What follows belongs to an exercise in optimizing a design on an open flow for small area, a short achievable clock period and few clock cycles per item; a production flow would make more cautious choices. In this exercise RTL edits were held to simulation tests only and were not proved equivalent to the original. Power figures rest on the tool's default switching activity, not on a simulated workload.

== the baseline ==
==> module magma, before the edit <==
module magma (
    input  wire         clk,
    input  wire         reset_,
    input  wire         start,
    input  wire [63:0]  data_in,
    input  wire [255:0] key,
    input  wire         encr_decr,
    output wire [63:0]  data_out,
    output reg          done
);
    reg  [31:0] left, right;    
    reg  [31:0] rkey;           
    reg  [4:0]  round;          
    reg         busy;
    reg         en_de;          
    wire [7:0]  ng, np;
    wire [31:0] sub0, sub1;
    wire [3:0] s0_0;
    magma_nadd u_nadd0 (.a(right[3:0]), .b(rkey[3:0]), .s(s0_0), .g(ng[0]), .p(np[0]));
    magma_sbox0 u_sb0 (.x(s0_0), .y(sub0[3:0]));
    assign sub1[3:0] = sub0[3:0];
    wire [3:0] s0_1;
    magma_nadd u_nadd1 (.a(right[7:4]), .b(rkey[7:4]), .s(s0_1), .g(ng[1]), .p(np[1]));
    magma_sboxd1 u_sbd1 (.x(s0_1), .y0(sub0[7:4]), .y1(sub1[7:4]));
    wire [3:0] s0_2;
    magma_nadd u_nadd2 (.a(right[11:8]), .b(rkey[11:8]), .s(s0_2), .g(ng[2]), .p(np[2]));
    magma_sboxd2 u_sbd2 (.x(s0_2), .y0(sub0[11:8]), .y1(sub1[11:8]));
    wire [3:0] s0_3;
    magma_nadd u_nadd3 (.a(right[15:12]), .b(rkey[15:12]), .s(s0_3), .g(ng[3]), .p(np[3]));
    magma_sboxd3 u_sbd3 (.x(s0_3), .y0(sub0[15:12]), .y1(sub1[15:12]));
    wire [3:0] s0_4;
    magma_nadd u_nadd4 (.a(right[19:16]), .b(rkey[19:16]), .s(s0_4), .g(ng[4]), .p(np[4]));
    magma_sboxd4 u_sbd4 (.x(s0_4), .y0(sub0[19:16]), .y1(sub1[19:16]));
    wire [3:0] s0_5;
    magma_nadd u_nadd5 (.a(right[23:20]), .b(rkey[23:20]), .s(s0_5), .g(ng[5]), .p(np[5]));
    magma_sboxd5 u_sbd5 (.x(s0_5), .y0(sub0[23:20]), .y1(sub1[23:20]));
    wire [3:0] s0_6;
    magma_nadd u_nadd6 (.a(right[27:24]), .b(rkey[27:24]), .s(s0_6), .g(ng[6]), .p(np[6]));
    magma_sboxd6 u_sbd6 (.x(s0_6), .y0(sub0[27:24]), .y1(sub1[27:24]));
    wire [3:0] s0_7;
    magma_nadd u_nadd7 (.a(right[31:28]), .b(rkey[31:28]), .s(s0_7), .g(ng[7]), .p(np[7]));
    magma_sboxd7 u_sbd7 (.x(s0_7), .y0(sub0[31:28]), .y1(sub1[31:28]));
    wire g10 = ng[1] | np[1] & ng[0];
    wire g32 = ng[3] | np[3] & ng[2];
    wire p32 = np[3] & np[2];
    wire g54 = ng[5] | np[5] & ng[4];
    wire p54 = np[5] & np[4];
    wire g30 = g32 | p32 & g10;
    wire g20 = ng[2] | np[2] & g10;
    wire g40 = ng[4] | np[4] & g30;
    wire g50 = g54 | p54 & g30;
    wire g60 = ng[6] | np[6] & g50;
    wire [7:0] cin = {g60, g50, g40, g30, g20, g10, ng[0], 1'b0};
    reg  [31:0] sub;
    integer b;
    always @* begin
        for (b = 0; b < 32; b = b + 1)
            sub[b] = cin[b / 4] ? sub1[b] : sub0[b];
    end
    wire [31:0] fout = {sub[20:0], sub[31:21]};    
    reg  [7:0] ksel;
    wire [4:0] r2   = round + 5'd2;
    wire       rev  = en_de ? (r2[4:3] == 2'b11) : (r2[4:3] != 2'b00);
    wire [2:0] idx  = rev ? ~r2[2:0] : r2[2:0];
    always @(posedge clk or negedge reset_)
        if (~reset_)
            ksel <= 8'b0000_0001;
        else if (start)
            ksel <= 8'b0000_0010;
        else if (busy && round != 5'd31)
            ksel <= 8'b1 << idx;
        else
            ksel <= 8'b0000_0001;
    reg  [31:0] kmux;
    integer k;
    always @* begin
        kmux = 32'b0;
        for (k = 0; k < 8; k = k + 1)
            kmux = kmux | (key[255 - 32 * k -: 32] & {32{ksel[k]}});
    end
    always @(posedge clk)
        rkey <= kmux;
    always @(posedge clk)
        if (start) begin
            left  <= data_in[63:32];
            right <= data_in[31:0];
        end else if (busy) begin
            left  <= right;
            right <= left ^ fout;
        end
    assign data_out = {right, left};
    always @(posedge clk)
        if (start) begin
            round <= 5'd0;
            en_de <= encr_decr;
        end else if (busy)
            round <= round + 5'd1;
    always @(posedge clk or negedge reset_)
        if (~reset_) begin
            busy <= 1'b0;
            done <= 1'b0;
        end else if (start) begin
            busy <= 1'b1;
            done <= 1'b0;
        end else if (busy && round == 5'd31) begin
            busy <= 1'b0;
            done <= 1'b1;
        end
endmodule
==> flow/config.mk <==
export PLATFORM = sky130hd
export DESIGN_NAME = magma
export DESIGN_NICKNAME = magma
export VERILOG_FILES = /design/flow/design.v
export SDC_FILE = /design/flow/constraint.sdc
export NUM_CORES = 4
export LEC_CHECK = 0
export CAP_MARGIN = 20
export CORE_MARGIN = 2
export CORE_UTILIZATION = 55
export SETUP_SLACK_MARGIN = 5
export SLEW_MARGIN = 20
export SYNTH_HIERARCHICAL = 1
==> flow/constraint.sdc <==
create_clock -name core_clock -period 8.0 [get_ports {clk}]
set_input_delay 1.6000 -clock core_clock [delete_from_list [all_inputs] [get_ports {clk}]]
set_output_delay 1.6000 -clock core_clock [all_outputs]
set_load 0.01 [all_outputs]
standard.sh (not shown) runs the stock make flow with config.mk's settings and CLKGATE_MAP_FILE= SYNTH_SCRIPT=/design/flow/synth_recipe.tcl, a recipe that flattens the netlist after the stock synthesis.
==> flow/flow/run.sh <==
#!/bin/bash
# Standard ORFS layout (the standard.sh), with two changes:
#  - every port gets the smallest buffer (buf_1) instead of the default choice;
#  - synthesis does not extract half/full-adder cells (ADDER_MAP_FILE empty), so
#    ABC maps the adder and S-box logic itself.
set -euo pipefail
export BUFFER_PORTS_ARGS="-buffer_cell sky130_fd_sc_hd__buf_1"
bash standard.sh ADDER_MAP_FILE= > standard.log 2>&1
Testbench counts of the baseline, summed over its fixed seeds: cycles 13,056, items 384.
Inputs modified between the baseline and the candidate:
--- a/flow/design.v
+++ b/flow/design.v
@@ -40,16 +40,20 @@
     wire [3:0] s0_7;
     magma_nadd u_nadd7 (.a(right[31:28]), .b(rkey[31:28]), .s(s0_7), .g(ng[7]), .p(np[7]));
     magma_sboxd7 u_sbd7 (.x(s0_7), .y0(sub0[31:28]), .y1(sub1[31:28]));
-    wire g10 = ng[1] | np[1] & ng[0];
-    wire g32 = ng[3] | np[3] & ng[2];
+    wire g10, g32, g54, g30, g20, g40, g50, g60;
     wire p32 = np[3] & np[2];
-    wire g54 = ng[5] | np[5] & ng[4];
     wire p54 = np[5] & np[4];
-    wire g30 = g32 | p32 & g10;
-    wire g20 = ng[2] | np[2] & g10;
-    wire g40 = ng[4] | np[4] & g30;
-    wire g50 = g54 | p54 & g30;
-    wire g60 = ng[6] | np[6] & g50;
+    magma_gnode u_g10 (.gh(ng[1]), .ph(np[1]), .gl(ng[0]), .g(g10));
+    magma_gnode u_g32 (.gh(ng[3]), .ph(np[3]), .gl(ng[2]), .g(g32));
+    magma_gnode u_g54 (.gh(ng[5]), .ph(np[5]), .gl(ng[4]), .g(g54));
+    magma_gnode u_g30 (.gh(g32), .ph(p32), .gl(g10), .g(g30));
+    magma_gnode u_g20 (.gh(ng[2]), .ph(np[2]), .gl(g10), .g(g20));
+    magma_gnode u_g40 (.gh(ng[4]), .ph(np[4]), .gl(g30), .g(g40));
+    magma_gnode u_g50 (.gh(g54), .ph(p54), .gl(g30), .g(g50));
+    wire g64;
+    wire p64 = np[6] & p54;
+    magma_gnode u_g64 (.gh(ng[6]), .ph(np[6]), .gl(g54), .g(g64));
+    magma_gnode u_g60 (.gh(g64), .ph(p64), .gl(g30), .g(g60));
     wire [7:0] cin = {g60, g50, g40, g30, g20, g10, ng[0], 1'b0};
     reg  [31:0] sub;
     integer b;
@@ -282,3 +286,6 @@
             default: begin y0 = 4'h2; y1 = 4'h1; end
         endcase
 endmodule
+module magma_gnode (input wire gh, input wire ph, input wire gl, output wire g);
+    assign g = gh | ph & gl;
+endmodule
[summary]
The candidate went all the way through synthesis, placement and routing and the layout is clean on timing, DRC and antenna. Diff the baseline -> the candidate: portion of total power attributed to combinational logic dropped 4.1 points; wire length saw a decrease; worst setup slack moved up; number of DRC violations after detailed-routing iteration 0 went down by about 10%; minimum clock period after layout moved down. | total power | higher: the baseline |.
Testbench counts of the candidate, summed over its fixed seeds: cycles 13,056, items 384.

==> port drivers added, routing unchanged <==
In the flow no input, the clock included, has a driving cell. The finished layouts below were timed again as built, in two steps. Step 1, drivers: a clkbuf_16 drives clk and a buf_2 each remaining input, both assumed. Step 2, shift: input delay + t, output delay - t, t = (earliest + latest rising clock arrival at the registers) / 2. This alone moves slack from input paths to output paths. Three values: ideal, step 1, step 2; two values: the first two.
run	t (ns)	setup slack, ns	hold slack, ns	worst setup path after step 2	worst slew at a driven data input, ns
the baseline	0.412	5.062 / 5.012 / 4.825	0.528 / 0.528 / 0.528	input to register	0.17
the candidate	0.400	5.117 / 5.070 / 4.819	0.537 / 0.537 / 0.537	input to register	0.13
After both steps every run listed still meets setup and hold. For the candidate, which loses most, drivers alone change the setup slack by -0.047 ns; drivers and shift together by -0.298 ns.
